Source: an optimization exercise on an open RTL-to-GDS flow (aim: small area and a short achievable clock period). Production flows keep margins and buffers that such runs may drop. Function was checked by simulation only, so behaviour that the tests miss may differ from the original. Power and IR drop assume default switching activity.

--- design/flow/flow/run.sh ---
#!/bin/bash
# Own layout flow: the standard flow (standard.sh) with
#  - the standard synthesis, except that ABC maps with flow/abc.script
#    (registers are mapped before ABC runs, so they are unchanged),
#  - smaller port buffers,
#  - timing repair aimed at a setup slack margin below the clock period.
# Each step's full output is in standard_flow.log and ORFS's logs/.
set -euo pipefail
source flow/params.sh
export MY_ABC_SCRIPT=$PWD/flow/abc.script
args=("BUFFER_PORTS_ARGS=-buffer_cell $PORT_BUF" "SETUP_SLACK_MARGIN=$MARGIN")
if [[ "${OWN_ABC:-1}" == 1 ]]; then args+=("SYNTH_SCRIPT=$PWD/flow/synth.tcl"); fi
bash standard.sh "${args[@]}" finish > standard_flow.log 2>&1
--- design/flow/flow/abc.script ---
&get -n
 &st
 &dch
 &nf -R 1000
 &put
 topo
 upsize -c
 dnsize -c
--- design/flow/flow/params.sh ---
PORT_BUF=sky130_fd_sc_hd__buf_1
MARGIN=20
--- design/flow/flow/synth.tcl ---
# synth_recipe.tcl (the standard synthesis), with ABC's script replaced by
# flow/abc.script when MY_ABC_SCRIPT names it.
proc synth {args} { yosys synth -nofsm -noshare {*}$args }
proc abc {args} {
  set i [lsearch -exact $args -script]
  if { $i >= 0 && [info exists ::env(MY_ABC_SCRIPT)] } {
    lset args [expr {$i + 1}] $::env(MY_ABC_SCRIPT)
  }
  puts "abc wrapper: $args"
  yosys abc {*}$args
}
source $::env(SCRIPTS_DIR)/synth.tcl
# left out here: clear keep_hierarchy, flatten, clean up, hide names made inside functions, write 1_2_yosys.v
--- design/flow/standard.sh ---
#!/bin/bash
# synth_recipe.tcl (not shown) runs the flow's synth.tcl, then flattens the netlist and writes it again
# the make line also repeats each setting of config.mk as NAME=value (left out here)
make -C /OpenROAD-flow-scripts/flow DESIGN_CONFIG=/design/flow/config.mk WORK_HOME=/design/flow/orfs CLKGATE_MAP_FILE= SYNTH_SCRIPT=/design/flow/synth_recipe.tcl "${@:-finish}"
--- design/flow/config.mk ---
export PLATFORM = sky130hd
export DESIGN_NAME = interrupt_controller
export DESIGN_NICKNAME = interrupt_controller
export VERILOG_FILES = /design/flow/design.v
export SDC_FILE = /design/flow/constraint.sdc
export NUM_CORES = 8
export LEC_CHECK = 0
export ABC_AREA = 1
export CAP_MARGIN = 20
export CORE_MARGIN = 2
export CORE_UTILIZATION = 40
export CTS_BUF_LIST = sky130_fd_sc_hd__clkbuf_8
export CTS_CLUSTER_DIAMETER = 150
export CTS_CLUSTER_SIZE = 25
export SLEW_MARGIN = 20
--- design/flow/constraint.sdc ---
create_clock -name core_clock -period 30.0 [get_ports {pclk_i}]
set_input_delay 6.0000 -clock core_clock [delete_from_list [all_inputs] [get_ports {pclk_i}]]
set_output_delay 6.0000 -clock core_clock [all_outputs]
set_load 0.01 [all_outputs]
--- design/flow/design.v ---
module interrupt_controller(
	pclk_i,
	prst_i,
	penable_i,
	pready_o,
	pwrite_i,
	paddr_i,
	pwdata_i,
	prdata_o,
	interrupt_active_i,
	interrupt_valid_o,
	interrupt_to_be_serviced_o,
	interrupt_serviced_i);
	input pclk_i,prst_i,penable_i,pwrite_i;
	input [3:0] paddr_i,pwdata_i;
	output reg pready_o;
	output reg [3:0] prdata_o;
	input [15:0] interrupt_active_i;
	input interrupt_serviced_i;
	output reg interrupt_valid_o;
	output reg [3:0] interrupt_to_be_serviced_o;
	reg arb;
	integer i;
	genvar g;
	reg [15:0] pb3, pb2, pb1, pb0;
	wire [3:0] wdata = pwdata_i & {4{~prst_i}};
	wire wr = penable_i & pwrite_i;
	wire [15:0] sel;
	generate
		for (g = 0; g < 16; g = g + 1) begin : regs
			assign sel[g] = paddr_i == g;
			always @(posedge pclk_i)
				if (prst_i | (wr & sel[g])) begin
					pb3[g] <= wdata[3];
					pb2[g] <= wdata[2];
					pb1[g] <= wdata[1];
					pb0[g] <= wdata[0];
				end
		end
	endgenerate
	wire [3:0] rdata = {|(sel & pb3), |(sel & pb2), |(sel & pb1), |(sel & pb0)};
	always @(posedge pclk_i) begin
		pready_o <= penable_i & ~prst_i;
		if (prst_i | (penable_i & ~pwrite_i))
			prdata_o <= rdata & {4{~prst_i}};
	end
	wire [15:0] c3 = interrupt_active_i;
	wire h3 = |(c3 & pb3);
	wire h2 = h3 ? |(c3 & pb3 & pb2) : |(c3 & pb2);
	wire [15:0] c1 = c3 & (pb3 | {16{~h3}}) & (pb2 | {16{~h2}});
	wire h1 = |(c1 & pb1);
	wire h0 = h1 ? |(c1 & pb1 & pb0) : |(c1 & pb0);
	wire [15:0] cw = c1 & (pb1 | {16{~h1}}) & (pb0 | {16{~h0}});
	wire [3:0] nz, lo_odd, lo_hi;
	generate
		for (g = 0; g < 4; g = g + 1) begin : quad
			wire [3:0] q = cw[4*g+3:4*g];
			assign nz[g] = |q;
			assign lo_hi[g] = ~q[0] & ~q[1];
			assign lo_odd[g] = ~q[0] & (q[1] | ~q[2]);
		end
	endgenerate
	wire [3:0] fq = {nz[3] & ~nz[2] & ~nz[1] & ~nz[0], nz[2] & ~nz[1] & ~nz[0],
	                 nz[1] & ~nz[0], nz[0]};
	wire [3:0] winner = {fq[3] | fq[2], fq[3] | fq[1], |(fq & lo_hi), |(fq & lo_odd)};
	always @(posedge pclk_i) begin
		if (prst_i) begin
			arb <= 1'b0;
			interrupt_valid_o <= 1'b0;
			interrupt_to_be_serviced_o <= 4'd0;
		end else begin
			arb <= (|interrupt_active_i) &
			       ((~arb & ~interrupt_valid_o) | (interrupt_valid_o & interrupt_serviced_i));
			interrupt_valid_o <= arb | (interrupt_valid_o & ~interrupt_serviced_i);
			if (arb) interrupt_to_be_serviced_o <= winner;
			else if (interrupt_serviced_i) interrupt_to_be_serviced_o <= 4'd0;
		end
	end
endmodule
==> tab_implementation.tex, run 1 <==
\begin{tabular}{lr}
\hline
Metric & Value \\
\hline
\multicolumn{2}{l}{\textbf{Status}} \\
\quad Status & no timing/DRC/antenna violations \\
\multicolumn{2}{l}{\textbf{Pwr}} \\
\quad Sequential cell fraction of total power & 53.9\% \\
\quad Switch Pwr & 76.1 µW \\
\quad Switching Share & 30.3\% \\
\quad Sum of internal, switching and leakage power & approximately 250 µW \\
\quad Share of total power in combinational logic & a little over a fifth \\
\quad Pint & 175 µW \\
\quad Worst IR drop on VDD & 27.3 µV \\
\quad Cell Pwr Density & between 50 and 60 nW/µm² \\
\quad Total leakage power & roughly 1.6 nW \\
\quad Relative contribution of the clock network to total power & 24.9\% \\
\multicolumn{2}{l}{\textbf{Place}} \\
\quad DP Worst Slack & 19590 ps \\
\quad Post-DP Area & 4420 µm² \\
\quad Placed cells & slightly below 500 \\
\quad Final estimated routing congestion in global placement & 0.941 \\
\quad \# port buffers & 38 \\
\quad HPWL after detailed placement & between 9 and 10 mm \\
\multicolumn{2}{l}{\textbf{Global routing}} \\
\quad Total global routing overflow & 0 \\
\quad All-Layer GR Usage & 22.2\% \\
\quad Initial antenna violation count & 0 \\
\quad Largest net degree at the start of global routing & 33 \\
\quad Via count of the first global-routing pass & about 3.4k \\
\quad First-pass GRT wire length & around 19 mm \\
\multicolumn{2}{l}{\textbf{Timing}} \\
\quad Final worst path period share & 32.6\% \\
\quad Clock skew & 4.09 ps \\
\quad Fin. Hold Viols & 0 \\
\quad Setup slack after layout & 20230 ps \\
\quad Final TNS setup & 0 ps \\
\quad Worst slew pin tran & 983 ps \\
\quad Setup repair after global routing missed its margin & false \\
\quad \# setup viols final & 0 \\
\quad Min Hold Slack & 459 ps \\
\quad Period minus WS final & 9770 ps \\
\quad Fmax & about 100 MHz \\
\quad Rel. slew slack & 34.4\% \\
\quad Max-slew violation count & 0 \\
\multicolumn{2}{l}{\textbf{Die}} \\
\quad Rows & 36 \\
\quad Initial core utilization & 41.5\% \\
\quad Die Footprint & 11000 µm² \\
\quad Core area & 9860 µm² \\
\quad Chip Width & 105 µm \\
\quad I/O pin count & 39 \\
\quad Height of the die & 105 µm \\
\multicolumn{2}{l}{\textbf{Critical path}} \\
\quad Worst reg2reg setup slack & 25560 ps \\
\quad Data arrival time of the worst path & 10060 ps \\
\quad Worst Reg2Reg Path Length in Cells & 22 \\
\quad Element type at the critical path end & register \\
\quad Kind of start point of the critical path & input pin \\
\quad Worst endpoint required time & 30280 ps \\
\quad Critical register-to-register path endpoint & interrupt\_to\_be\_serviced\_o[0]\$\_SDFFE\_PP0P\_ \\
\quad Max Fanout on Critical Path & 8 \\
\quad Beginning of the worst register-to-register path & pb3[10]\$\_DFFE\_PP\_ \\
\quad Type of the worst setup path & input pin to register \\
\multicolumn{2}{l}{\textbf{Cells and area}} \\
\quad Fillcell total & roughly 900 \\
\quad Number of nets at the end of the flow & 413 \\
\quad Post-layout instance count excluding filler cells & 520 \\
\quad Post-route design area & 4650 µm² \\
\quad Area growth from synthesis to layout & 13.7\% \\
\quad Diodes inserted & 0 \\
\quad Most common cell after layout, fill and taps aside & sky130\_fd\_sc\_hd\_\_edfxtp\_1 \\
\quad Commonest non-fill, non-tap cells in the layout & sky130\_fd\_sc\_hd\_\_edfxtp\_1 (68), sky130\_fd\_sc\_hd\_\_buf\_1 (38), sky130\_fd\_sc\_hd\_\_a22oi\_1 (34) \\
\quad Final core utilization & between 40\% and 50\% \\
\quad Fraction of layout cells with a size suffix above 1 & about a fifth \\
\multicolumn{2}{l}{\textbf{CTS}} \\
\quad Number of H-tree levels & 3 \\
\quad Maximum number of buffers from clock root to sink & 2 \\
\quad TritonCTS clock tree & built \\
\quad Clock transition at the registers of the reported paths & 70 ps \\
\quad Root buffer cell & sky130\_fd\_sc\_hd\_\_clkbuf\_8 \\
\quad Number of buffers created by CTS & 9 \\
\quad Number of buffers inserted by hold repair at cts & 0 \\
\quad Number of cells upsized or downsized after cts & 0 \\
\quad TritonCTS sink count & 75 \\
\quad Clock latency at the later pin of the worst-skew pair & 350 ps \\
\multicolumn{2}{l}{\textbf{Synthesis}} \\
\quad Flop and latch count out of synthesis & 75 \\
\quad Total nets after synthesis & 351 \\
\quad Seq/Total Area, Yosys & 53.4\% \\
\quad Post-synthesis async set-or-reset flop share & 0\% \\
\quad Syn\_area\_per\_cell & 12.7 µm² \\
\quad Number of enable flip-flop cells after synthesis & 68 \\
\quad Number of distinct library cells after synthesis & 51 \\
\quad Synth Cell Area & 4090 µm² \\
\quad Count of yosys warnings during synthesis & 1 \\
\quad Top FF cell, synth & sky130\_fd\_sc\_hd\_\_edfxtp\_1 \\
\quad Number of cells produced by synthesis & roughly 320 \\
\multicolumn{2}{l}{\textbf{Route}} \\
\quad Routed wire per std cell & 23.6 µm \\
\quad DRC violations left & 0 \\
\quad Number of detailed-route iterations in the first pass & 5 \\
\quad Number of vias per cell & 6.83 \\
\quad Wire length reported by the detailed router & roughly 12 mm \\
\quad Vias after detailed routing & 3552 \\
\quad Number of DRC markers in iteration 0 & 449 \\
\quad Final antenna-violating net count & 0 \\
\multicolumn{2}{l}{\textbf{Flow run}} \\
\quad Count of max-cap constraint violations & 0 \\
\multicolumn{2}{l}{\textbf{Min path}} \\
\quad Classification of the worst-slack hold path & register to register \\
\quad Source of the worst hold timing path & interrupt\_to\_be\_serviced\_o[1]\$\_SDFFE\_PP0P\_ \\
\quad Endpoint of the worst hold path & interrupt\_to\_be\_serviced\_o[1]\$\_SDFFE\_PP0P\_ \\
\quad Worst Hold Depth & 2 \\
\hline
\end{tabular}
==> power groups by stage <==
stage,Clock (mW),Sequential (mW),Combinational (mW)
after floorplan,0,0.133,0.0338
after global placement,0,0.137,0.0478
after detailed placement,0,0.137,0.0483
after CTS,0.0637,0.134,0.0488
after global routing,0.0670,0.136,0.0574
final,0.0623,0.135,0.0532
==> kinds of logic after synthesis <==
kind of cell	Yosys count	share of synthesized area, %
AND/OR/NAND/NOR	101	15.8
buffers and inverters	4	0.367
flip-flops	75	53.4
AO/OA/AOI/OAI	142	30.5
==> worst max-delay path by stage <==
stage	startpoint	end	slack, ps	cells past startpoint
4_1_cts	interrupt_active_i[4]	interrupt_to_be_serviced_o[0]$_SDFFE_PP0P_	20010	20
5_1_grt	interrupt_active_i[10]	interrupt_to_be_serviced_o[0]$_SDFFE_PP0P_	19990	23
2_1_floorplan	interrupt_active_i[3]	interrupt_to_be_serviced_o[1]$_SDFFE_PP0P_	20400	18
3_3_place_gp	interrupt_active_i[4]	interrupt_to_be_serviced_o[0]$_SDFFE_PP0P_	19740	19
6_report	interrupt_active_i[10]	interrupt_to_be_serviced_o[0]$_SDFFE_PP0P_	20230	23
3_5_place_dp	interrupt_active_i[8]	interrupt_to_be_serviced_o[0]$_SDFFE_PP0P_	19590	19
==> cells in the mapped netlist, types with 2 or more instances <==
master                      n  area, µm²
sky130_fd_sc_hd__a21oi_1    4       20.0
sky130_fd_sc_hd__edfxtp_1  68       2040
sky130_fd_sc_hd__nand3_1    2       10.0
sky130_fd_sc_hd__and2_4     4       35.0
sky130_fd_sc_hd__o221a_2   18        203
sky130_fd_sc_hd__o21ai_1    3       15.0
sky130_fd_sc_hd__dfxtp_1    7        140
sky130_fd_sc_hd__a211oi_4   2       40.0
sky130_fd_sc_hd__a22oi_1   34        255
sky130_fd_sc_hd__nand2b_1   4       25.0
sky130_fd_sc_hd__a32oi_1    4       35.0
sky130_fd_sc_hd__nand4_1    9       56.3
sky130_fd_sc_hd__a221oi_1   8       70.1
sky130_fd_sc_hd__and2_0     2       12.5
sky130_fd_sc_hd__and3_1     9       56.3
sky130_fd_sc_hd__a31oi_1   11       68.8
sky130_fd_sc_hd__a221oi_2   2       30.0
sky130_fd_sc_hd__nand2_1   15       56.3
sky130_fd_sc_hd__nor4_1     5       31.3
sky130_fd_sc_hd__o221ai_1  10       87.6
sky130_fd_sc_hd__nor3_1     7       35.0
sky130_fd_sc_hd__nor2b_1    5       31.3
sky130_fd_sc_hd__clkinv_1   4       15.0
sky130_fd_sc_hd__o221a_1    4       45.0
sky130_fd_sc_hd__and2_2     2       15.0
sky130_fd_sc_hd__nand3_2    2       20.0
sky130_fd_sc_hd__a222oi_1   4       40.0
sky130_fd_sc_hd__nor2_1    19       71.3
sky130_fd_sc_hd__nor2_8     2       40.0
sky130_fd_sc_hd__and4_1     5       43.8
sky130_fd_sc_hd__or2_4      2       17.5
sky130_fd_sc_hd__a22o_1    10       87.6
sky130_fd_sc_hd__a21o_1    17        128
==> sequential cells by signal, summed over array words and instances, names as in the netlist <==
name                        count
pb0                            16
pb1                            16
pb2                            16
pb3                            16
interrupt_to_be_serviced_o      4
prdata_o                        4
arb                             1
interrupt_valid_o               1
pready_o                        1
==> routing by layer <==
layer / up-vias / global-route usage (%) / part of all wire, %
met2: 239 / 33.1 / 44
met5: - / 0 / 0
li1: 1541 / - / -
met3: 42 / 4.55 / 9.4
met4: 0 / 11.0 / 4.1
met1: 1730 / 30.6 / 43
==> worst max-delay path, cell delays in order <==
cell	delay, ps
sky130_fd_sc_hd__buf_1	130
sky130_fd_sc_hd__a22o_1	260
sky130_fd_sc_hd__a221oi_2	240
sky130_fd_sc_hd__nand3_2	170
sky130_fd_sc_hd__nor2_8	180
sky130_fd_sc_hd__a211oi_4	80
sky130_fd_sc_hd__buf_4	170
sky130_fd_sc_hd__o221a_1	300
sky130_fd_sc_hd__and2_4	200
sky130_fd_sc_hd__a2111oi_4	360
sky130_fd_sc_hd__nand3_4	160
sky130_fd_sc_hd__nor2_8	160
sky130_fd_sc_hd__a211oi_4	80
sky130_fd_sc_hd__buf_4	160
sky130_fd_sc_hd__buf_4	140
sky130_fd_sc_hd__o221ai_1	220
sky130_fd_sc_hd__nand2_1	150
sky130_fd_sc_hd__nor2_4	150
sky130_fd_sc_hd__nand2_1	70
sky130_fd_sc_hd__or2_4	240
sky130_fd_sc_hd__nor3_1	200
sky130_fd_sc_hd__o21ai_1	100
sky130_fd_sc_hd__a21oi_1	140
==> timing repair <==
action,4_1_cts,5_1_grt
setup endpoints to repair,2,4
setup buffers,2,8
pin swaps,1,4
==> final cells by class <==
class / instances / area, µm² / area share, %
flip-flops and latches: 75 / 2180 / 46.9
clock inverters: 5 / 25.0 / 0.538
multi-input cells: 243 / 1900 / 40.8
well taps: 133 / 166 / 3.58
repair buffers: 51 / 240 / 5.17
inverters: 4 / 15.0 / 0.323
clock buffers: 9 / 124 / 2.66
==> run 2: changes to the inputs <==
==> design/flow/flow/params.sh (replaced) <==
PORT_BUF=sky130_fd_sc_hd__buf_1
MARGIN=20.5
--- a/design/flow/config.mk
+++ b/design/flow/config.mk
@@ -10,6 +10,4 @@
 export CORE_MARGIN = 2
 export CORE_UTILIZATION = 40
-export CTS_BUF_LIST = sky130_fd_sc_hd__clkbuf_8
-export CTS_CLUSTER_DIAMETER = 150
-export CTS_CLUSTER_SIZE = 25
+export CTS_BUF_LIST = sky130_fd_sc_hd__clkbuf_4 sky130_fd_sc_hd__clkbuf_8
 export SLEW_MARGIN = 20
==> run 2 against run 1 <==
Against the previous run:
- sequential power barely moved
- worst setup slack better by 250 ps
- first-iteration DRC count is 16% higher
- power up 12%
- critical path depth decreased by 2
- area after synthesis did not move
- register-to-register slack gained 170 ps
- core utilization up 4.5 points
- cell count increased by 1.9%
- wire length increased by 3.6%
- critical endpoint is now interrupt_to_be_serviced_o[1]$_SDFFE_PP0P_
==> tab_implementation.tex, run 2 <==
\begin{tabular}{lr}
\hline
Metric & Value \\
\hline
\multicolumn{2}{l}{\textbf{CTS}} \\
\quad Clock latency at the later pin of the worst-skew pair & 350 ps (about the same) \\
\quad TritonCTS sink count & 75 (unchanged) \\
\quad Root buffer cell & sky130\_fd\_sc\_hd\_\_clkbuf\_8 (unchanged) \\
\quad Number of buffers created by CTS & 9 (unchanged) \\
\quad Maximum number of buffers from clock root to sink & 2 (unchanged) \\
\quad TritonCTS clock tree & built (unchanged) \\
\quad Number of H-tree levels & 3 (unchanged) \\
\quad Clock transition at the registers of the reported paths & 70 ps (about the same) \\
\multicolumn{2}{l}{\textbf{Die}} \\
\quad Rows & 36 (unchanged) \\
\quad I/O pin count & 39 (unchanged) \\
\quad Initial core utilization & 41.5\% (unchanged) \\
\quad Height of the die & 105 µm (unchanged) \\
\quad Die Footprint & 11000 µm² (unchanged) \\
\quad Chip Width & 105 µm (unchanged) \\
\quad Core area & 9860 µm² (unchanged) \\
\multicolumn{2}{l}{\textbf{Route}} \\
\quad Number of DRC markers in iteration 0 & 523 (was 449) \\
\quad Final antenna-violating net count & 0 (unchanged) \\
\quad Wire length reported by the detailed router & 12.7 mm (was 12.2 mm) \\
\quad DRC violations left & 0 (unchanged) \\
\quad Routed wire per std cell & 23.9 µm (was 23.6 µm) \\
\quad Number of vias per cell & 6.79 (was 6.83) \\
\quad Number of detailed-route iterations in the first pass & 5 (unchanged) \\
\quad Vias after detailed routing & 3600 (was 3552) \\
\multicolumn{2}{l}{\textbf{Synthesis}} \\
\quad Post-synthesis async set-or-reset flop share & 0\% (unchanged) \\
\quad Most used standard cells in the synthesized netlist & sky130\_fd\_sc\_hd\_\_edfxtp\_1 (68), sky130\_fd\_sc\_hd\_\_a22oi\_1 (34), sky130\_fd\_sc\_hd\_\_nor2\_1 (19), sky130\_fd\_sc\_hd\_\_o221a\_2 (18), sky130\_fd\_sc\_hd\_\_a21o\_1 (17) (unchanged) \\
\quad Syn\_area\_per\_cell & 12.7 µm² (unchanged) \\
\quad Flop and latch count out of synthesis & 75 (unchanged) \\
\quad Total nets after synthesis & 351 (unchanged) \\
\quad Number of distinct library cells after synthesis & 51 (unchanged) \\
\quad Count of yosys warnings during synthesis & 1 (unchanged) \\
\quad Share of the synthesized area in the top cell type & 49.9\% (unchanged) \\
\quad Cell type with the highest aggregate area in the netlist & sky130\_fd\_sc\_hd\_\_edfxtp\_1 (unchanged) \\
\quad Seq/Total Area, Yosys & 53.4\% (unchanged) \\
\quad Most area-consuming cells after synthesis & sky130\_fd\_sc\_hd\_\_edfxtp\_1 (50\%), sky130\_fd\_sc\_hd\_\_a22oi\_1 (6.2\%), sky130\_fd\_sc\_hd\_\_o221a\_2 (5.0\%) (unchanged) \\
\quad Top FF cell, synth & sky130\_fd\_sc\_hd\_\_edfxtp\_1 (unchanged) \\
\quad Library cell with the highest instance count after synthesis & sky130\_fd\_sc\_hd\_\_edfxtp\_1 (unchanged) \\
\quad Synth Cell Area & 4090 µm² (unchanged) \\
\quad Number of enable flip-flop cells after synthesis & 68 (unchanged) \\
\quad Number of cells produced by synthesis & 322 (unchanged) \\
\multicolumn{2}{l}{\textbf{Cells and area}} \\
\quad Number of nets at the end of the flow & 421 (was 413) \\
\quad Area growth from synthesis to layout & 24.7\% (was 13.7\%) \\
\quad Diodes inserted & 0 (unchanged) \\
\quad Fillcell total & 871 (was 896) \\
\quad Most common cell after layout, fill and taps aside & sky130\_fd\_sc\_hd\_\_edfxtp\_1 (unchanged) \\
\quad Post-route design area & 5100 µm² (was 4650 µm²) \\
\quad Fraction of layout cells with a size suffix above 1 & 26.4\% (was 18.6\%) \\
\quad Commonest non-fill, non-tap cells in the layout & sky130\_fd\_sc\_hd\_\_edfxtp\_1 (68), sky130\_fd\_sc\_hd\_\_a22oi\_1 (34), sky130\_fd\_sc\_hd\_\_buf\_1 (26) (was sky130\_fd\_sc\_hd\_\_edfxtp\_1 (68), sky130\_fd\_sc\_hd\_\_buf\_1 (38), sky130\_fd\_sc\_hd\_\_a22oi\_1 (34)) \\
\multicolumn{2}{l}{\textbf{Critical path}} \\
\quad Max Fanout on Critical Path & 6 (was 8) \\
\quad Data arrival time of the worst path & 9810 ps (was 10060 ps) \\
\quad Worst endpoint required time & 30280 ps (about the same) \\
\quad Type of the worst setup path & input pin to register (unchanged) \\
\quad Kind of start point of the critical path & input pin (unchanged) \\
\quad Element type at the critical path end & register (unchanged) \\
\multicolumn{2}{l}{\textbf{Status}} \\
\quad Status & no timing/DRC/antenna violations (unchanged) \\
\multicolumn{2}{l}{\textbf{Timing}} \\
\quad Period minus WS final & 9530 ps (was 9770 ps) \\
\quad Min Hold Slack & 453 ps (was 459 ps) \\
\quad Final worst path period share & 31.8\% (was 32.6\%) \\
\quad Fin. Hold Viols & 0 (unchanged) \\
\quad Setup repair after global routing missed its margin & true (was false) \\
\quad \# setup viols final & 0 (unchanged) \\
\quad Rel. slew slack & 31.9\% (was 34.4\%) \\
\quad Worst slew pin tran & 1020 ps (was 983 ps) \\
\quad Max-slew violation count & 0 (unchanged) \\
\quad Fmax & 105 MHz (was 102 MHz) \\
\quad Final TNS setup & 0 ps (unchanged) \\
\quad Clock skew & 4.52 ps (was 4.09 ps) \\
\multicolumn{2}{l}{\textbf{Global routing}} \\
\quad Initial antenna violation count & 0 (unchanged) \\
\quad All-Layer GR Usage & 23.2\% (was 22.2\%) \\
\quad First-pass GRT wire length & 19.3 mm (was 18.6 mm) \\
\quad Via count of the first global-routing pass & 3427 (was 3352) \\
\quad Total global routing overflow & 0 (unchanged) \\
\quad Largest net degree at the start of global routing & 33 (unchanged) \\
\multicolumn{2}{l}{\textbf{Pwr}} \\
\quad Worst IR drop on VDD & 24.8 µV (was 27.3 µV) \\
\quad Total leakage power & 1.87 nW (was 1.62 nW) \\
\quad Cell Pwr Density & 54.9 nW/µm² (was 53.9 nW/µm²) \\
\multicolumn{2}{l}{\textbf{Min path}} \\
\quad Classification of the worst-slack hold path & register to register (unchanged) \\
\multicolumn{2}{l}{\textbf{Place}} \\
\quad Post-DP Area & 4420 µm² (unchanged) \\
\quad Final estimated routing congestion in global placement & 0.974 (was 0.941) \\
\quad \# port buffers & 38 (unchanged) \\
\quad HPWL after detailed placement & 9.33 mm (was 9.22 mm) \\
\multicolumn{2}{l}{\textbf{Flow run}} \\
\quad Count of max-cap constraint violations & 0 (unchanged) \\
\hline
\end{tabular}
-- run 2: cell counts after synthesis --
Identical to the previous run, type by type.
-- run 2: report_power, final --
part | switching (mW) | total [mW] | internal, mW
Sequential | 0.0125 | 0.137 | 0.125
Clock | 0.0344 | 0.0762 | 0.0418
Combinational | 0.0357 | 0.0667 | 0.0310
-- run 2: what timing repair did --
action / 4_1_cts / 5_1_grt
hold buffers: 0 / 0
setup endpoints to repair: 4 / 4
pin swaps: 29 / 22
gates cloned: 2 / 0
resized for setup: 42 / 26
buffers inserted: 13 / 3
-- run 2: logic make-up (layout without fill, tap and decap cells) --
kind of cell | after synthesis | in the layout | synth area share, %
flops | 75 | 75 | 53.4
compound gates | 142 | 142 | 30.5
simple gates | 101 | 101 | 15.8
buf+inv | 4 | 79 | 0.367
-- run 2: layout make-up --
class                   count  area [µm²]  share of cell area (%)
well taps                 133         166                    3.26
repair buffers             59         410                    8.05
clock buffers              13         154                    3.02
inverters                   4        15.0                   0.295
flip-flops and latches     75        2180                    42.8
multi-input cells         243        2130                    41.8
clock inverters             3        38.8                   0.761
-- run 2: final timing paths --
kind	from	to	slack, ps	cells past startpoint
worst max-delay path	interrupt_active_i[12]	interrupt_to_be_serviced_o[1]$_SDFFE_PP0P_	20470	21
worst min-delay path	interrupt_to_be_serviced_o[1]$_SDFFE_PP0P_	interrupt_to_be_serviced_o[1]$_SDFFE_PP0P_	450	2
worst max register to register	pb3[4]$_DFFE_PP_	interrupt_to_be_serviced_o[1]$_SDFFE_PP0P_	25730	20
worst min register to register	interrupt_to_be_serviced_o[1]$_SDFFE_PP0P_	interrupt_to_be_serviced_o[1]$_SDFFE_PP0P_	450	2
-- run 2: per-layer routing --
metal	GRT usage, %	vias to the layer above	routed length, µm
met5	0	-	0
met4	13.4	0	647
met1	30.0	1730	5150
met3	6.86	47	1190
li1	-	1572	-
met2	34.3	251	5700
-- run 2: worst max-delay path: stages --
cell,delay (ps)
sky130_fd_sc_hd__buf_4,140
sky130_fd_sc_hd__a222oi_1,410
sky130_fd_sc_hd__nand3_2,180
sky130_fd_sc_hd__nor2_8,160
sky130_fd_sc_hd__a211oi_4,90
sky130_fd_sc_hd__buf_6,140
sky130_fd_sc_hd__o221a_4,240
sky130_fd_sc_hd__and2_4,170
sky130_fd_sc_hd__a2111oi_4,390
sky130_fd_sc_hd__nand3_4,140
sky130_fd_sc_hd__nor2_8,130
sky130_fd_sc_hd__a211oi_4,100
sky130_fd_sc_hd__buf_12,160
sky130_fd_sc_hd__o221a_4,210
sky130_fd_sc_hd__or2_4,260
sky130_fd_sc_hd__nor2_4,120
sky130_fd_sc_hd__nand2_1,60
sky130_fd_sc_hd__or2_4,240
sky130_fd_sc_hd__o32ai_4,210
sky130_fd_sc_hd__o21ai_1,90
sky130_fd_sc_hd__a21oi_1,140
-- run 2: metrics by stage --
stage,util (%),total power [mW],setup slack (ps),instances
floorplan,-,0.167,20440,322
global placement,44.8,0.186,19710,496
detailed placement,44.8,0.185,19680,496
CTS,50.4,0.276,20480,527
global route,51.7,0.291,20360,530
finish,51.7,0.280,20470,530
==> run 3: changes to the inputs <==
==> design/flow/flow/params.sh (replaced) <==
PORT_BUF=sky130_fd_sc_hd__buf_1
MARGIN=20
--- a/design/flow/config.mk
+++ b/design/flow/config.mk
@@ -10,4 +10,6 @@
 export CORE_MARGIN = 2
 export CORE_UTILIZATION = 40
-export CTS_BUF_LIST = sky130_fd_sc_hd__clkbuf_4 sky130_fd_sc_hd__clkbuf_8
+export CTS_BUF_LIST = sky130_fd_sc_hd__clkbuf_16
+export CTS_CLUSTER_DIAMETER = 150
+export CTS_CLUSTER_SIZE = 40
 export SLEW_MARGIN = 20
==> run 3 against run 2 <==
Against the previous run:
- die area unchanged
- area after synthesis did not move
- sequential share of layout area increased by 3.1 points
- hold slack improved by 4.5 ps
- clock skew decreased by 1.3 ps
- cell count shrank 1.9%
- via count fell by 0.67%
- power is 0.24% higher
- critical path depth did not move
- first-iteration DRC count is 15% lower
- non-clock buffer count shrank 8
- final area shrank 6.8%
==> tab_implementation.tex, run 3 <==
\begin{tabular}{lr}
\hline
Metric & Value \\
\hline
\multicolumn{2}{l}{\textbf{Status}} \\
\quad Status & no timing/DRC/antenna violations (unchanged) \\
\multicolumn{2}{l}{\textbf{Synthesis}} \\
\quad Seq/Total Area, Yosys & 53.4\% (unchanged) \\
\quad Number of enable flip-flop cells after synthesis & 68 (unchanged) \\
\quad Syn\_area\_per\_cell & 12.7 µm² (unchanged) \\
\quad Total nets after synthesis & 351 (unchanged) \\
\quad Number of cells produced by synthesis & 322 (unchanged) \\
\quad Top FF cell, synth & sky130\_fd\_sc\_hd\_\_edfxtp\_1 (unchanged) \\
\quad Count of yosys warnings during synthesis & 1 (unchanged) \\
\quad Post-synthesis async set-or-reset flop share & 0\% (unchanged) \\
\quad Number of distinct library cells after synthesis & 51 (unchanged) \\
\quad Synth Cell Area & 4090 µm² (unchanged) \\
\quad Share of the synthesized area in the top cell type & 49.9\% (unchanged) \\
\quad Library cell with the highest instance count after synthesis & sky130\_fd\_sc\_hd\_\_edfxtp\_1 (unchanged) \\
\quad Cell type with the highest aggregate area in the netlist & sky130\_fd\_sc\_hd\_\_edfxtp\_1 (unchanged) \\
\quad Most area-consuming cells after synthesis & sky130\_fd\_sc\_hd\_\_edfxtp\_1 (50\%), sky130\_fd\_sc\_hd\_\_a22oi\_1 (6.2\%), sky130\_fd\_sc\_hd\_\_o221a\_2 (5.0\%) (unchanged) \\
\quad Flop and latch count out of synthesis & 75 (unchanged) \\
\quad Most used standard cells in the synthesized netlist & sky130\_fd\_sc\_hd\_\_edfxtp\_1 (68), sky130\_fd\_sc\_hd\_\_a22oi\_1 (34), sky130\_fd\_sc\_hd\_\_nor2\_1 (19), sky130\_fd\_sc\_hd\_\_o221a\_2 (18), sky130\_fd\_sc\_hd\_\_a21o\_1 (17) (unchanged) \\
\multicolumn{2}{l}{\textbf{Timing}} \\
\quad Min Hold Slack & 457 ps (was 453 ps) \\
\quad Setup repair after global routing missed its margin & false (was true) \\
\quad Final TNS setup & 0 ps (unchanged) \\
\quad Worst slew pin tran & 1030 ps (was 1020 ps) \\
\quad Final worst path period share & 32.6\% (was 31.8\%) \\
\quad Fin. Hold Viols & 0 (unchanged) \\
\quad Setup slack after layout & 20210 ps (was 20470 ps) \\
\quad Period minus WS final & 9790 ps (was 9530 ps) \\
\quad \# setup viols final & 0 (unchanged) \\
\quad Max-slew violation count & 0 (unchanged) \\
\quad Fmax & 102 MHz (was 105 MHz) \\
\quad Rel. slew slack & 30.7\% (was 31.9\%) \\
\quad Clock skew & 3.22 ps (was 4.52 ps) \\
\multicolumn{2}{l}{\textbf{Global routing}} \\
\quad Via count of the first global-routing pass & 3378 (was 3427) \\
\quad First-pass GRT wire length & 18.7 mm (was 19.3 mm) \\
\quad Initial antenna violation count & 0 (unchanged) \\
\quad All-Layer GR Usage & 22.5\% (was 23.2\%) \\
\quad Total global routing overflow & 0 (unchanged) \\
\quad Largest net degree at the start of global routing & 33 (unchanged) \\
\multicolumn{2}{l}{\textbf{Critical path}} \\
\quad Max Fanout on Critical Path & 8 (was 6) \\
\quad Critical register-to-register path endpoint & interrupt\_to\_be\_serviced\_o[0]\$\_SDFFE\_PP0P\_ (was interrupt\_to\_be\_serviced\_o[1]\$\_SDFFE\_PP0P\_) \\
\quad Cell type of the slowest stage on the worst timing path & sky130\_fd\_sc\_hd\_\_a222oi\_1 (unchanged) \\
\quad Element type at the critical path end & register (unchanged) \\
\quad Kind of start point of the critical path & input pin (unchanged) \\
\quad Beginning of the worst register-to-register path & pb3[4]\$\_DFFE\_PP\_ (unchanged) \\
\quad CP Capture Point & interrupt\_to\_be\_serviced\_o[0]\$\_SDFFE\_PP0P\_ (was interrupt\_to\_be\_serviced\_o[1]\$\_SDFFE\_PP0P\_) \\
\quad Data arrival time of the worst path & 10060 ps (was 9810 ps) \\
\quad Crit. Startpoint & interrupt\_active\_i[4] (was interrupt\_active\_i[12]) \\
\quad Type of the worst setup path & input pin to register (unchanged) \\
\quad Worst stage delay on the critical path & 440 ps (was 410 ps) \\
\quad Worst-path cell chain & buf\_1, a222oi\_1, nand3\_2, nor2\_8, a211oi\_4, buf\_4, o221a\_1, and2\_4, a2111oi\_4, nand3\_4, nor2\_8, a211oi\_4, buf\_4, o221a\_1, or2\_4, nor2\_2, nand2\_1, or2\_4, nor3\_1, o21ai\_1, a21oi\_1 (was buf\_4, a222oi\_1, nand3\_2, nor2\_8, a211oi\_4, buf\_6, o221a\_4, and2\_4, a2111oi\_4, nand3\_4, nor2\_8, a211oi\_4, buf\_12, o221a\_4, or2\_4, nor2\_4, nand2\_1, or2\_4, o32ai\_4, o21ai\_1, a21oi\_1) \\
\quad Worst Reg2Reg Path Length in Cells & 20 (unchanged) \\
\quad Worst endpoint required time & 30260 ps (was 30280 ps) \\
\quad Worst reg2reg setup slack & 25570 ps (was 25730 ps) \\
\multicolumn{2}{l}{\textbf{Pwr}} \\
\quad Share of total power in combinational logic & 18.9\% (was 23.8\%) \\
\quad Relative contribution of the clock network to total power & 32.8\% (was 27.2\%) \\
\quad Switching Share & 28.5\% (was 29.5\%) \\
\quad Total leakage power & 1.67 nW (was 1.87 nW) \\
\quad Worst IR drop on VDD & 45.5 µV (was 24.8 µV) \\
\quad Cell Pwr Density & 59.1 nW/µm² (was 54.9 nW/µm²) \\
\quad Pint & 201 µW (was 197 µW) \\
\quad Sequential cell fraction of total power & 48.2\% (was 49.0\%) \\
\quad Switch Pwr & 80.0 µW (was 82.7 µW) \\
\multicolumn{2}{l}{\textbf{Place}} \\
\quad DP Worst Slack & 19590 ps (was 19680 ps) \\
\quad \# port buffers & 38 (unchanged) \\
\quad Post-DP Area & 4420 µm² (unchanged) \\
\quad Final estimated routing congestion in global placement & 0.941 (was 0.974) \\
\quad HPWL after detailed placement & 9.22 mm (was 9.33 mm) \\
\multicolumn{2}{l}{\textbf{Cells and area}} \\
\quad Final core utilization & 48.2\% (was 51.7\%) \\
\quad Most common cell after layout, fill and taps aside & sky130\_fd\_sc\_hd\_\_edfxtp\_1 (unchanged) \\
\quad Post-route design area & 4750 µm² (was 5100 µm²) \\
\quad Area growth from synthesis to layout & 16.2\% (was 24.7\%) \\
\quad Commonest non-fill, non-tap cells in the layout & sky130\_fd\_sc\_hd\_\_edfxtp\_1 (68), sky130\_fd\_sc\_hd\_\_buf\_1 (38), sky130\_fd\_sc\_hd\_\_a22oi\_1 (34) (was sky130\_fd\_sc\_hd\_\_edfxtp\_1 (68), sky130\_fd\_sc\_hd\_\_a22oi\_1 (34), sky130\_fd\_sc\_hd\_\_buf\_1 (26)) \\
\quad Number of nets at the end of the flow & 413 (was 421) \\
\quad Diodes inserted & 0 (unchanged) \\
\quad Fraction of layout cells with a size suffix above 1 & 18.6\% (was 26.4\%) \\
\multicolumn{2}{l}{\textbf{Min path}} \\
\quad Worst Hold Depth & 2 (unchanged) \\
\quad Classification of the worst-slack hold path & register to register (unchanged) \\
\multicolumn{2}{l}{\textbf{CTS}} \\
\quad Root buffer cell & sky130\_fd\_sc\_hd\_\_clkbuf\_16 (was sky130\_fd\_sc\_hd\_\_clkbuf\_8) \\
\quad Number of H-tree levels & 3 (unchanged) \\
\quad TritonCTS clock tree & built (unchanged) \\
\quad Number of buffers created by CTS & 9 (unchanged) \\
\quad TritonCTS sink count & 75 (unchanged) \\
\quad Clock transition at the registers of the reported paths & 50 ps (was 70 ps) \\
\quad Clock latency at the later pin of the worst-skew pair & 330 ps (was 350 ps) \\
\quad Maximum number of buffers from clock root to sink & 2 (unchanged) \\
\quad Number of cells upsized or downsized after cts & 0 (was 42) \\
\quad Number of buffers inserted by hold repair at cts & 0 (unchanged) \\
\multicolumn{2}{l}{\textbf{Die}} \\
\quad Initial core utilization & 41.5\% (unchanged) \\
\quad I/O pin count & 39 (unchanged) \\
\quad Core area & 9860 µm² (unchanged) \\
\quad Rows & 36 (unchanged) \\
\quad Chip Width & 105 µm (unchanged) \\
\quad Height of the die & 105 µm (unchanged) \\
\quad Die Footprint & 11000 µm² (unchanged) \\
\multicolumn{2}{l}{\textbf{Flow run}} \\
\quad Count of max-cap constraint violations & 0 (unchanged) \\
\multicolumn{2}{l}{\textbf{Route}} \\
\quad Number of detailed-route iterations in the first pass & 5 (unchanged) \\
\quad Wire length reported by the detailed router & 12.3 mm (was 12.7 mm) \\
\quad Number of DRC markers in iteration 0 & 446 (was 523) \\
\quad DRC violations left & 0 (unchanged) \\
\quad Vias after detailed routing & 3576 (was 3600) \\
\quad Routed wire per std cell & 23.7 µm (was 23.9 µm) \\
\quad Final antenna-violating net count & 0 (unchanged) \\
\quad Number of vias per cell & 6.88 (was 6.79) \\
\hline
\end{tabular}
-- run 3: layout make-up --
| class | instances | area, µm² |
|---|---|---|
| clock buffer | 9 | 225 |
| clock inverter | 5 | 25.0 |
| fill | 884 | 5110 |
| inverter | 4 | 15.0 |
| multi-input combinational | 243 | 1900 |
| sequential | 75 | 2180 |
| tap | 133 | 166 |
| timing repair buffer | 51 | 240 |
-- run 3: timing repair --
item,4_1_cts,5_1_grt
pin swaps,2,4
setup endpoints to repair,2,4
setup buffers,2,8
-- run 3: logic make-up (layout without fill, tap and decap cells) --
kind of cell / count (synthesis) / count (layout) / share of synthesized area, %
AOI/OAI and AO/OA: 142 / 142 / 30.5
buffers and inverters: 4 / 69 / 0.367
DFF: 75 / 75 / 53.4
and+or+nand+nor: 101 / 101 / 15.8
-- run 3: how the worst min path moves through the flow --
stage	slack (ps)	startpoint	end
after floorplan	470	interrupt_to_be_serviced_o[0]$_SDFFE_PP0P_	interrupt_to_be_serviced_o[0]$_SDFFE_PP0P_
after global placement	450	interrupt_to_be_serviced_o[0]$_SDFFE_PP0P_	interrupt_to_be_serviced_o[0]$_SDFFE_PP0P_
after detailed placement	460	interrupt_to_be_serviced_o[1]$_SDFFE_PP0P_	interrupt_to_be_serviced_o[1]$_SDFFE_PP0P_
after CTS	460	interrupt_to_be_serviced_o[1]$_SDFFE_PP0P_	interrupt_to_be_serviced_o[1]$_SDFFE_PP0P_
after global routing	490	interrupt_to_be_serviced_o[1]$_SDFFE_PP0P_	interrupt_to_be_serviced_o[1]$_SDFFE_PP0P_
final	460	interrupt_to_be_serviced_o[1]$_SDFFE_PP0P_	interrupt_to_be_serviced_o[1]$_SDFFE_PP0P_
-- run 3: metrics by stage --
stage / instances / power [mW]
final: 520 / 0.281
after global routing: 520 / 0.291
after detailed placement: 496 / 0.185
after floorplan: 322 / 0.167
after CTS: 512 / 0.277
after global placement: 496 / 0.185
-- run 3: power groups by stage --
stage	Sequential [mW]	Combinational (mW)	Clock, mW
finish	0.135	0.0531	0.0922
global route	0.136	0.0576	0.0971
CTS	0.135	0.0488	0.0933
detailed placement	0.137	0.0483	0
global placement	0.137	0.0478	0
floorplan	0.133	0.0338	0
-- run 3: layer usage --
layer / vias to the layer above / GRT usage [%] / share of wire (%)
li1: 1541 / - / -
met1: 1746 / 30.4 / 42
met2: 249 / 33.4 / 44
met3: 40 / 5.49 / 9.6
met4: 0 / 11.2 / 4.3
met5: - / 0 / 0
-- run 3: critical path: cells and delay by family --
kind	cells	cell delay (ps)
AOI/OAI and AO/OA	8	1760
buffers and inverters	3	470
and+or+nand+nor	10	1820
==> run 4: changes to the inputs <==
--- a/design/flow/config.mk
+++ b/design/flow/config.mk
@@ -9,7 +9,6 @@
 export CAP_MARGIN = 20
 export CORE_MARGIN = 2
-export CORE_UTILIZATION = 40
-export CTS_BUF_LIST = sky130_fd_sc_hd__clkbuf_16
-export CTS_CLUSTER_DIAMETER = 150
-export CTS_CLUSTER_SIZE = 40
+export CORE_UTILIZATION = 60
+export CTS_BUF_LIST = sky130_fd_sc_hd__clkbuf_8
+export PLACE_DENSITY = 0.75
 export SLEW_MARGIN = 20
==> run 4 against run 3 <==
Against the previous run:
- wire length fell by 1.4%
- worst setup slack got worse by 11 ps
- cell count fell by 11%
- non-clock buffer count fell by 8
- hold slack got worse by 2.6 ps
- register-to-register slack got worse by 40 ps
- flip-flop and latch count did not move
- critical path depth fell by 1
- critical path type unchanged
- highest routed layer unchanged
==> tab_implementation.tex, run 4 <==
\begin{tabular}{lr}
\hline
Metric & Value \\
\hline
\multicolumn{2}{l}{\textbf{Die}} \\
\quad I/O pin count & 39 (unchanged) \\
\quad Initial core utilization & 61.2\% (was 41.5\%) \\
\quad Die Footprint & 7490 µm² (was 11000 µm²) \\
\quad Chip Width & 86.6 µm (was 105 µm) \\
\quad Core area & 6680 µm² (was 9860 µm²) \\
\quad Height of the die & 86.6 µm (was 105 µm) \\
\quad Rows & 30 (was 36) \\
\multicolumn{2}{l}{\textbf{Global routing}} \\
\quad All-Layer GR Usage & 33.1\% (was 22.5\%) \\
\quad Via count of the first global-routing pass & 3206 (was 3378) \\
\quad Initial antenna violation count & 0 (unchanged) \\
\quad First-pass GRT wire length & 18.2 mm (was 18.7 mm) \\
\quad Largest net degree at the start of global routing & 33 (unchanged) \\
\quad Total global routing overflow & 0 (unchanged) \\
\multicolumn{2}{l}{\textbf{Cells and area}} \\
\quad Most common cell after layout, fill and taps aside & sky130\_fd\_sc\_hd\_\_edfxtp\_1 (unchanged) \\
\quad Commonest non-fill, non-tap cells in the layout & sky130\_fd\_sc\_hd\_\_edfxtp\_1 (68), sky130\_fd\_sc\_hd\_\_buf\_1 (38), sky130\_fd\_sc\_hd\_\_a22oi\_1 (34) (unchanged) \\
\quad Diodes inserted & 0 (unchanged) \\
\quad Fraction of layout cells with a size suffix above 1 & 18.3\% (was 18.6\%) \\
\quad Area growth from synthesis to layout & 13.7\% (was 16.2\%) \\
\quad Number of nets at the end of the flow & 407 (was 413) \\
\multicolumn{2}{l}{\textbf{Synthesis}} \\
\quad Number of cells produced by synthesis & 322 (unchanged) \\
\quad Cell type with the highest aggregate area in the netlist & sky130\_fd\_sc\_hd\_\_edfxtp\_1 (unchanged) \\
\quad Total nets after synthesis & 351 (unchanged) \\
\quad Seq/Total Area, Yosys & 53.4\% (unchanged) \\
\quad Syn\_area\_per\_cell & 12.7 µm² (unchanged) \\
\quad Synth Cell Area & 4090 µm² (unchanged) \\
\quad Post-synthesis async set-or-reset flop share & 0\% (unchanged) \\
\quad Number of enable flip-flop cells after synthesis & 68 (unchanged) \\
\quad Number of distinct library cells after synthesis & 51 (unchanged) \\
\quad Flop and latch count out of synthesis & 75 (unchanged) \\
\quad Share of the synthesized area in the top cell type & 49.9\% (unchanged) \\
\quad Library cell with the highest instance count after synthesis & sky130\_fd\_sc\_hd\_\_edfxtp\_1 (unchanged) \\
\quad Top FF cell, synth & sky130\_fd\_sc\_hd\_\_edfxtp\_1 (unchanged) \\
\quad Count of yosys warnings during synthesis & 1 (unchanged) \\
\quad Most used standard cells in the synthesized netlist & sky130\_fd\_sc\_hd\_\_edfxtp\_1 (68), sky130\_fd\_sc\_hd\_\_a22oi\_1 (34), sky130\_fd\_sc\_hd\_\_nor2\_1 (19), sky130\_fd\_sc\_hd\_\_o221a\_2 (18), sky130\_fd\_sc\_hd\_\_a21o\_1 (17) (unchanged) \\
\quad Most area-consuming cells after synthesis & sky130\_fd\_sc\_hd\_\_edfxtp\_1 (50\%), sky130\_fd\_sc\_hd\_\_a22oi\_1 (6.2\%), sky130\_fd\_sc\_hd\_\_o221a\_2 (5.0\%) (unchanged) \\
\multicolumn{2}{l}{\textbf{Min path}} \\
\quad Source of the worst hold timing path & interrupt\_to\_be\_serviced\_o[1]\$\_SDFFE\_PP0P\_ (unchanged) \\
\quad Worst Hold Depth & 2 (unchanged) \\
\quad Endpoint of the worst hold path & interrupt\_to\_be\_serviced\_o[1]\$\_SDFFE\_PP0P\_ (unchanged) \\
\quad Classification of the worst-slack hold path & register to register (unchanged) \\
\multicolumn{2}{l}{\textbf{Timing}} \\
\quad Setup repair after global routing missed its margin & false (unchanged) \\
\quad Final TNS setup & 0 ps (unchanged) \\
\quad Fmax & 102 MHz (about the same) \\
\quad Period minus WS final & 9800 ps (was 9790 ps) \\
\quad \# setup viols final & 0 (unchanged) \\
\quad Max-slew violation count & 0 (unchanged) \\
\quad Rel. slew slack & 27.7\% (was 30.7\%) \\
\quad Clock skew & 10.8 ps (was 3.22 ps) \\
\quad Fin. Hold Viols & 0 (unchanged) \\
\quad Final worst path period share & 32.7\% (was 32.6\%) \\
\quad Worst slew pin tran & 1080 ps (was 1030 ps) \\
\multicolumn{2}{l}{\textbf{Route}} \\
\quad Wire length reported by the detailed router & 12.1 mm (was 12.3 mm) \\
\quad DRC violations left & 0 (unchanged) \\
\quad Final antenna-violating net count & 0 (unchanged) \\
\quad Number of DRC markers in iteration 0 & 570 (was 446) \\
\quad Number of vias per cell & 7.82 (was 6.88) \\
\quad Number of detailed-route iterations in the first pass & 5 (unchanged) \\
\quad Vias after detailed routing & 3620 (was 3576) \\
\quad Routed wire per std cell & 26.2 µm (was 23.7 µm) \\
\multicolumn{2}{l}{\textbf{CTS}} \\
\quad TritonCTS sink count & 75 (unchanged) \\
\quad Clock latency at the later pin of the worst-skew pair & 370 ps (was 330 ps) \\
\quad TritonCTS clock tree & built (unchanged) \\
\quad Number of H-tree levels & 3 (unchanged) \\
\quad Number of buffers inserted by hold repair at cts & 0 (unchanged) \\
\quad Clock transition at the registers of the reported paths & 80 ps (was 50 ps) \\
\quad Maximum number of buffers from clock root to sink & 2 (unchanged) \\
\quad Number of buffers created by CTS & 9 (unchanged) \\
\quad Root buffer cell & sky130\_fd\_sc\_hd\_\_clkbuf\_8 (was sky130\_fd\_sc\_hd\_\_clkbuf\_16) \\
\multicolumn{2}{l}{\textbf{Critical path}} \\
\quad Data arrival time of the worst path & 10100 ps (was 10060 ps) \\
\quad Critical register-to-register path endpoint & interrupt\_to\_be\_serviced\_o[1]\$\_SDFFE\_PP0P\_ (was interrupt\_to\_be\_serviced\_o[0]\$\_SDFFE\_PP0P\_) \\
\quad Max Fanout on Critical Path & 18 (was 8) \\
\quad Worst endpoint required time & 30300 ps (was 30260 ps) \\
\quad Beginning of the worst register-to-register path & pb3[10]\$\_DFFE\_PP\_ (was pb3[4]\$\_DFFE\_PP\_) \\
\quad Element type at the critical path end & register (unchanged) \\
\quad Crit. Startpoint & interrupt\_active\_i[10] (was interrupt\_active\_i[4]) \\
\quad Worst reg2reg setup slack & 25530 ps (was 25570 ps) \\
\quad Kind of start point of the critical path & input pin (unchanged) \\
\quad Type of the worst setup path & input pin to register (unchanged) \\
\quad Worst Reg2Reg Path Length in Cells & 19 (was 20) \\
\multicolumn{2}{l}{\textbf{Pwr}} \\
\quad Sequential cell fraction of total power & 48.2\% (about the same) \\
\quad Switching Share & 28.9\% (was 28.5\%) \\
\quad Switch Pwr & 81.3 µW (was 80.0 µW) \\
\quad Pint & 200 µW (was 201 µW) \\
\quad Share of total power in combinational logic & 18.4\% (was 18.9\%) \\
\quad Sum of internal, switching and leakage power & 281 µW (about the same) \\
\quad Cell Pwr Density & 60.4 nW/µm² (was 59.1 nW/µm²) \\
\quad Relative contribution of the clock network to total power & 33.5\% (was 32.8\%) \\
\quad Total leakage power & 1.63 nW (was 1.67 nW) \\
\quad Worst IR drop on VDD & 35.9 µV (was 45.5 µV) \\
\multicolumn{2}{l}{\textbf{Flow run}} \\
\quad Count of max-cap constraint violations & 0 (unchanged) \\
\multicolumn{2}{l}{\textbf{Place}} \\
\quad \# port buffers & 38 (unchanged) \\
\quad Final estimated routing congestion in global placement & 1.06 (was 0.941) \\
\quad HPWL after detailed placement & 8.76 mm (was 9.22 mm) \\
\multicolumn{2}{l}{\textbf{Status}} \\
\quad Status & no timing/DRC/antenna violations (unchanged) \\
\hline
\end{tabular}
-- run 4: changes by cell type in the layout (fill, tap and decap cells not counted), sizes merged --
cell	before	now
buf	51	43
bufinv	0	3
a211oi	2	4
clkinvlp	1	0
-- run 4: worst max-delay path by stage --
stage                     cells past startpoint                                          to  slack [ps]
final                                        20  interrupt_to_be_serviced_o[1]$_SDFFE_PP0P_       20200
after global placement                       19  interrupt_to_be_serviced_o[0]$_SDFFE_PP0P_       19780
after floorplan                              18  interrupt_to_be_serviced_o[1]$_SDFFE_PP0P_       20400
after global routing                         19  interrupt_to_be_serviced_o[1]$_SDFFE_PP0P_       20020
after CTS                                    19  interrupt_to_be_serviced_o[0]$_SDFFE_PP0P_       20120
after detailed placement                     19  interrupt_to_be_serviced_o[0]$_SDFFE_PP0P_       19760
-- run 4: area by class of cell --
type                            count  area, µm²
Sequential cell                    75       2180
Clock inverter                      7        116
Fill cell                         487       2030
Clock buffer                        9        124
Tap cell                           80        100
Inverter                            4       15.0
Multi-Input combinational cell    245       1930
Timing Repair Buffer               43        180
-- run 4: critical path, stage by stage --
cell and delay (ps):
sky130_fd_sc_hd__buf_1 130, sky130_fd_sc_hd__a22o_1 260, sky130_fd_sc_hd__a221oi_2 260, sky130_fd_sc_hd__nand3_2 190
sky130_fd_sc_hd__nor2_8 260, sky130_fd_sc_hd__a211oi_4 140, sky130_fd_sc_hd__o221a_1 300, sky130_fd_sc_hd__and2_4 190
sky130_fd_sc_hd__a2111oi_4 370, sky130_fd_sc_hd__nand3_4 140, sky130_fd_sc_hd__nor2_8 260, sky130_fd_sc_hd__a211oi_2 200
sky130_fd_sc_hd__o221a_2 300, sky130_fd_sc_hd__or2_4 250, sky130_fd_sc_hd__nor2_2 120, sky130_fd_sc_hd__nand2_1 60
sky130_fd_sc_hd__or2_4 240, sky130_fd_sc_hd__o32ai_2 200, sky130_fd_sc_hd__o21ai_1 80, sky130_fd_sc_hd__a21oi_1 140
-- run 4: logic make-up (layout without fill, tap and decap cells) --
kind of cell	count (synthesis)	after routing	synth area share, %
and+or+nand+nor	101	101	15.8
buffers and inverters	4	63	0.367
DFF	75	75	53.4
AOI/OAI and AO/OA	142	144	30.5
-- run 4: per-layer routing --
layer / track usage (%) / share of wire [%] / vias up
met5: 0 / 0 / -
met4: 14.6 / 3.8 / 0
met3: 9.33 / 13 / 53
met2: 47.6 / 44 / 308
met1: 46.9 / 39 / 1716
li1: - / - / 1543
-- run 4: through the flow --
stage          hold WS, ps  area, µm²  setup slack, ps  util, %  instances
2_1_floorplan          470       4090            20400        -        322
3_3_place_gp           440       4350            19780     65.1        442
3_5_place_dp           444       4350            19760     65.1        442
4_1_cts                454       4590            20120     68.7        458
5_1_grt                488       4650            20020     69.6        463
6_report               454       4650            20200     69.6        463
-- run 4: repair_timing --
action,CTS,global route
setup endpoints to repair,0,4
resized for setup,0,1
buffers inserted,0,3
-- run 4: power groups by stage --
stage / logic, mW / registers (mW) / clock network (mW)
after CTS: 0.0478 / 0.134 / 0.0943
after floorplan: 0.0338 / 0.133 / 0
after global routing: 0.0553 / 0.136 / 0.0988
after global placement: 0.0472 / 0.137 / 0
after detailed placement: 0.0476 / 0.137 / 0
final: 0.0516 / 0.135 / 0.0940
==> run 5: changes to the inputs <==
--- a/design/flow/config.mk
+++ b/design/flow/config.mk
@@ -9,6 +9,6 @@
 export CAP_MARGIN = 20
 export CORE_MARGIN = 2
-export CORE_UTILIZATION = 60
+export CORE_UTILIZATION = 70
 export CTS_BUF_LIST = sky130_fd_sc_hd__clkbuf_8
-export PLACE_DENSITY = 0.75
+export PLACE_DENSITY = 0.85
 export SLEW_MARGIN = 20
==> run 5 against run 4 <==
Against the previous run:
- still clean
- via count is 3.1% higher
- die area shrank 14%
- area after synthesis stayed put
- critical path depth rose by 1
- largest cell class unchanged
- largest power group unchanged
==> tab_implementation.tex, run 5 <==
\begin{tabular}{lr}
\hline
Metric & Value \\
\hline
\multicolumn{2}{l}{\textbf{Status}} \\
\quad Status & no timing/DRC/antenna violations (unchanged) \\
\multicolumn{2}{l}{\textbf{Place}} \\
\quad HPWL after detailed placement & 8.99 mm (was 8.76 mm) \\
\quad Post-DP Area & 4330 µm² (was 4350 µm²) \\
\quad DP Worst Slack & 19650 ps (was 19760 ps) \\
\quad Final estimated routing congestion in global placement & 0.985 (was 1.06) \\
\quad \# port buffers & 38 (unchanged) \\
\multicolumn{2}{l}{\textbf{Pwr}} \\
\quad Total leakage power & 1.64 nW (was 1.63 nW) \\
\quad Sum of internal, switching and leakage power & 289 µW (was 281 µW) \\
\quad Cell Pwr Density & 62.1 nW/µm² (was 60.4 nW/µm²) \\
\quad Worst IR drop on VDD & 54.9 µV (was 35.9 µV) \\
\multicolumn{2}{l}{\textbf{Cells and area}} \\
\quad Number of nets at the end of the flow & 406 (was 407) \\
\quad Diodes inserted & 0 (unchanged) \\
\quad Most common cell after layout, fill and taps aside & sky130\_fd\_sc\_hd\_\_edfxtp\_1 (unchanged) \\
\quad Area taken by multi-input logic gates & 1900 µm² (was 1930 µm²) \\
\quad Area growth from synthesis to layout & 13.8\% (was 13.7\%) \\
\quad Final core utilization & 83.5\% (was 69.6\%) \\
\quad Register cell area after layout & 2180 µm² (unchanged) \\
\quad Post-route design area & 4650 µm² (about the same) \\
\quad Fraction of layout cells with a size suffix above 1 & 17.3\% (was 18.3\%) \\
\quad Fillcell total & 330 (was 487) \\
\quad Commonest non-fill, non-tap cells in the layout & sky130\_fd\_sc\_hd\_\_edfxtp\_1 (68), sky130\_fd\_sc\_hd\_\_buf\_1 (38), sky130\_fd\_sc\_hd\_\_a22oi\_1 (34) (unchanged) \\
\multicolumn{2}{l}{\textbf{Critical path}} \\
\quad Worst-path cell chain & buf\_1, a22o\_1, a221oi\_1, nand4\_1, a2111o\_1, a211oi\_4, buf\_12, o221a\_2, a22oi\_1, and4\_1, nand4\_1, a211oi\_4, buf\_12, o221ai\_1, nand2\_1, nor2\_4, nand2\_1, or2\_4, nor3\_1, o21ai\_1, a21oi\_1 (was buf\_1, a22o\_1, a221oi\_2, nand3\_2, nor2\_8, a211oi\_4, o221a\_1, and2\_4, a2111oi\_4, nand3\_4, nor2\_8, a211oi\_2, o221a\_2, or2\_4, nor2\_2, nand2\_1, or2\_4, o32ai\_2, o21ai\_1, a21oi\_1) \\
\quad Cell family contributing the most delay on the critical path & compound AO/OA/AOI/OAI gates (unchanged) \\
\quad Worst stage delay on the critical path & 350 ps (was 370 ps) \\
\quad Worst endpoint required time & 30280 ps (was 30300 ps) \\
\quad Cell type of the slowest stage on the worst timing path & sky130\_fd\_sc\_hd\_\_a2111o\_1 (was sky130\_fd\_sc\_hd\_\_a2111oi\_4) \\
\quad Max Fanout on Critical Path & 16 (was 18) \\
\quad Element type at the critical path end & register (unchanged) \\
\quad Data arrival time of the worst path & 9980 ps (was 10100 ps) \\
\quad Type of the worst setup path & input pin to register (unchanged) \\
\quad Kind of start point of the critical path & input pin (unchanged) \\
\quad Critical path buffer and inverter count & 3 (was 1) \\
\multicolumn{2}{l}{\textbf{Timing}} \\
\quad Max-slew violation count & 0 (unchanged) \\
\quad Period minus WS final & 9700 ps (was 9800 ps) \\
\quad Final TNS setup & 0 ps (unchanged) \\
\quad Worst slew pin tran & 983 ps (was 1080 ps) \\
\quad Rel. slew slack & 34.5\% (was 27.7\%) \\
\quad Setup slack after layout & 20300 ps (was 20200 ps) \\
\quad Fin. Hold Viols & 0 (unchanged) \\
\quad Fmax & 103 MHz (was 102 MHz) \\
\quad Setup repair after global routing missed its margin & false (unchanged) \\
\quad Final worst path period share & 32.3\% (was 32.7\%) \\
\quad Clock skew & 4.68 ps (was 10.8 ps) \\
\quad \# setup viols final & 0 (unchanged) \\
\multicolumn{2}{l}{\textbf{Synthesis}} \\
\quad Total nets after synthesis & 351 (unchanged) \\
\quad Flop and latch count out of synthesis & 75 (unchanged) \\
\quad Share of the synthesized area in the top cell type & 49.9\% (unchanged) \\
\quad Number of distinct library cells after synthesis & 51 (unchanged) \\
\quad Most used standard cells in the synthesized netlist & sky130\_fd\_sc\_hd\_\_edfxtp\_1 (68), sky130\_fd\_sc\_hd\_\_a22oi\_1 (34), sky130\_fd\_sc\_hd\_\_nor2\_1 (19), sky130\_fd\_sc\_hd\_\_o221a\_2 (18), sky130\_fd\_sc\_hd\_\_a21o\_1 (17) (unchanged) \\
\quad Number of cells produced by synthesis & 322 (unchanged) \\
\quad Library cell with the highest instance count after synthesis & sky130\_fd\_sc\_hd\_\_edfxtp\_1 (unchanged) \\
\quad Number of enable flip-flop cells after synthesis & 68 (unchanged) \\
\quad Seq/Total Area, Yosys & 53.4\% (unchanged) \\
\quad Cell type with the highest aggregate area in the netlist & sky130\_fd\_sc\_hd\_\_edfxtp\_1 (unchanged) \\
\quad Count of yosys warnings during synthesis & 1 (unchanged) \\
\quad Post-synthesis async set-or-reset flop share & 0\% (unchanged) \\
\quad Top FF cell, synth & sky130\_fd\_sc\_hd\_\_edfxtp\_1 (unchanged) \\
\quad Synth Cell Area & 4090 µm² (unchanged) \\
\quad Syn\_area\_per\_cell & 12.7 µm² (unchanged) \\
\quad Most area-consuming cells after synthesis & sky130\_fd\_sc\_hd\_\_edfxtp\_1 (50\%), sky130\_fd\_sc\_hd\_\_a22oi\_1 (6.2\%), sky130\_fd\_sc\_hd\_\_o221a\_2 (5.0\%) (unchanged) \\
\multicolumn{2}{l}{\textbf{CTS}} \\
\quad TritonCTS clock tree & built (unchanged) \\
\quad Root buffer cell & sky130\_fd\_sc\_hd\_\_clkbuf\_8 (unchanged) \\
\quad Clock transition at the registers of the reported paths & 70 ps (was 80 ps) \\
\quad Number of cells upsized or downsized after cts & 0 (unchanged) \\
\quad TritonCTS sink count & 75 (unchanged) \\
\quad Number of H-tree levels & 3 (unchanged) \\
\quad Maximum number of buffers from clock root to sink & 2 (unchanged) \\
\quad Clock latency at the later pin of the worst-skew pair & 350 ps (was 370 ps) \\
\quad Number of buffers inserted by hold repair at cts & 0 (unchanged) \\
\quad Number of buffers created by CTS & 9 (unchanged) \\
\multicolumn{2}{l}{\textbf{Route}} \\
\quad Final antenna-violating net count & 0 (unchanged) \\
\quad Number of DRC markers in iteration 0 & 711 (was 570) \\
\quad Wire length reported by the detailed router & 12.4 mm (was 12.1 mm) \\
\quad Vias after detailed routing & 3732 (was 3620) \\
\quad Routed wire per std cell & 27.4 µm (was 26.2 µm) \\
\quad Number of detailed-route iterations in the first pass & 7 (was 5) \\
\quad DRC violations left & 0 (unchanged) \\
\quad Number of vias per cell & 8.22 (was 7.82) \\
\multicolumn{2}{l}{\textbf{Die}} \\
\quad Initial core utilization & 73.4\% (was 61.2\%) \\
\quad Chip Width & 80.4 µm (was 86.6 µm) \\
\quad I/O pin count & 39 (unchanged) \\
\quad Rows & 27 (was 30) \\
\quad Die Footprint & 6470 µm² (was 7490 µm²) \\
\quad Height of the die & 80.4 µm (was 86.6 µm) \\
\quad Core area & 5570 µm² (was 6680 µm²) \\
\multicolumn{2}{l}{\textbf{Global routing}} \\
\quad Total global routing overflow & 0 (unchanged) \\
\quad Via count of the first global-routing pass & 3510 (was 3206) \\
\quad All-Layer GR Usage & 41.0\% (was 33.1\%) \\
\quad Largest net degree at the start of global routing & 33 (unchanged) \\
\quad First-pass GRT wire length & 19.0 mm (was 18.2 mm) \\
\quad Initial antenna violation count & 0 (unchanged) \\
\multicolumn{2}{l}{\textbf{Flow run}} \\
\quad Count of max-cap constraint violations & 0 (unchanged) \\
\multicolumn{2}{l}{\textbf{Min path}} \\
\quad Classification of the worst-slack hold path & register to register (unchanged) \\
\hline
\end{tabular}
run 5: cell counts after synthesis:
Identical to the previous run, type by type.
run 5: cell type report:
type                    count  area share (%)
clock buffers               9            2.66
multi-input cells         243            40.8
well taps                  72            1.94
clock inverters             7            2.82
flip-flops and latches     75            46.9
inverters                   4           0.323
repair buffers             44            4.57
run 5: worst register-to-register path, cell delays in order (launching register included):
cell and delay, ps:
sky130_fd_sc_hd__edfxtp_1 460, sky130_fd_sc_hd__a22o_1 290, sky130_fd_sc_hd__a221oi_1 220, sky130_fd_sc_hd__nand4_1 140
sky130_fd_sc_hd__a2111o_1 350, sky130_fd_sc_hd__a211oi_4 280, sky130_fd_sc_hd__buf_12 180, sky130_fd_sc_hd__o221a_2 280
sky130_fd_sc_hd__a22oi_1 110, sky130_fd_sc_hd__and4_1 210, sky130_fd_sc_hd__nand4_1 140, sky130_fd_sc_hd__a211oi_4 90
sky130_fd_sc_hd__buf_12 150, sky130_fd_sc_hd__o221ai_1 280, sky130_fd_sc_hd__nand2_1 180, sky130_fd_sc_hd__nor2_4 180
sky130_fd_sc_hd__nand2_1 90, sky130_fd_sc_hd__or2_4 250, sky130_fd_sc_hd__nor3_1 170, sky130_fd_sc_hd__o21ai_1 100
sky130_fd_sc_hd__a21oi_1 150
run 5: worst paths after layout:
| path | slack (ps) | cells past startpoint | start | end |
|---|---|---|---|---|
| worst max register to register | 25640 | 20 | pb2[8]$_DFFE_PP_ | interrupt_to_be_serviced_o[0]$_SDFFE_PP0P_ |
| worst max-delay path | 20300 | 21 | interrupt_active_i[8] | interrupt_to_be_serviced_o[0]$_SDFFE_PP0P_ |
| worst min register to register | 450 | 2 | interrupt_to_be_serviced_o[1]$_SDFFE_PP0P_ | interrupt_to_be_serviced_o[1]$_SDFFE_PP0P_ |
| worst min-delay path | 450 | 2 | interrupt_to_be_serviced_o[1]$_SDFFE_PP0P_ | interrupt_to_be_serviced_o[1]$_SDFFE_PP0P_ |
run 5: kinds of logic after synthesis:
group	share of synthesized area, %
simple gates	15.8
flops	53.4
compound gates	30.5
buf+inv	0.367
run 5: layer usage:
| layer | global-route usage, % | up-vias | share of wire (%) |
|---|---|---|---|
| met1 | 54.9 | 1736 | 36 |
| met4 | 23.7 | 0 | 5.4 |
| met5 | 0 | - | 0 |
| met2 | 60.2 | 373 | 44 |
| met3 | 11.1 | 88 | 14 |
| li1 | - | 1535 | - |
run 5: through the flow:
step | std cells | hold WS [ps]
2_1_floorplan | 322 | 470
3_3_place_gp | 433 | 440
3_5_place_dp | 433 | 443
4_1_cts | 449 | 453
5_1_grt | 454 | 469
6_report | 454 | 452
run 5: timing repair:
item                                    CTS  global route
endpoints found under the hold margin     0             0
endpoints found under the setup margin    0             4
buffers inserted                          0             5
run 5: report_power, final:
| group | internal, mW | total (mW) | switching (mW) | leakage [nW] |
|---|---|---|---|---|
| clock | 0.0628 | 0.0993 | 0.0365 | 0.130 |
| combinational | 0.0215 | 0.0539 | 0.0324 | 0.791 |
| sequential | 0.125 | 0.136 | 0.0111 | 0.719 |

## separate check: timing with driven ports
Ports are ideal in the flow. The routed layouts listed here were re-timed in OpenROAD. Step 1 assumes that a clkbuf_16 drives the clock port and a buf_2 every other input. Step 2 times the ports against the registers' clock, not the clock port: input delays grow and output delays shrink by t, the midpoint of the rising clock arrivals with the driver on. Three values: ideal ports, drivers, drivers and shift; two values: the first two.
run | t, ns | slack for setup (ns) | cell pins on the clock port's net
run 1 | 0.380 | 20.227 / 20.238 / 19.858 | 1
run 2 | 0.379 | 20.474 / 20.470 / 20.091 | 1
run 3 | 0.367 | 20.207 / 20.222 / 19.855 | 1
run 4 | 0.394 | 20.195 / 20.204 / 19.810 | 1
run 5 | 0.377 | 20.303 / 20.310 / 19.934 | 1
After both steps every run listed still meets setup and hold. For run 4, which loses most, drivers alone change the setup slack by +0.009 ns; drivers and shift together by -0.385 ns.
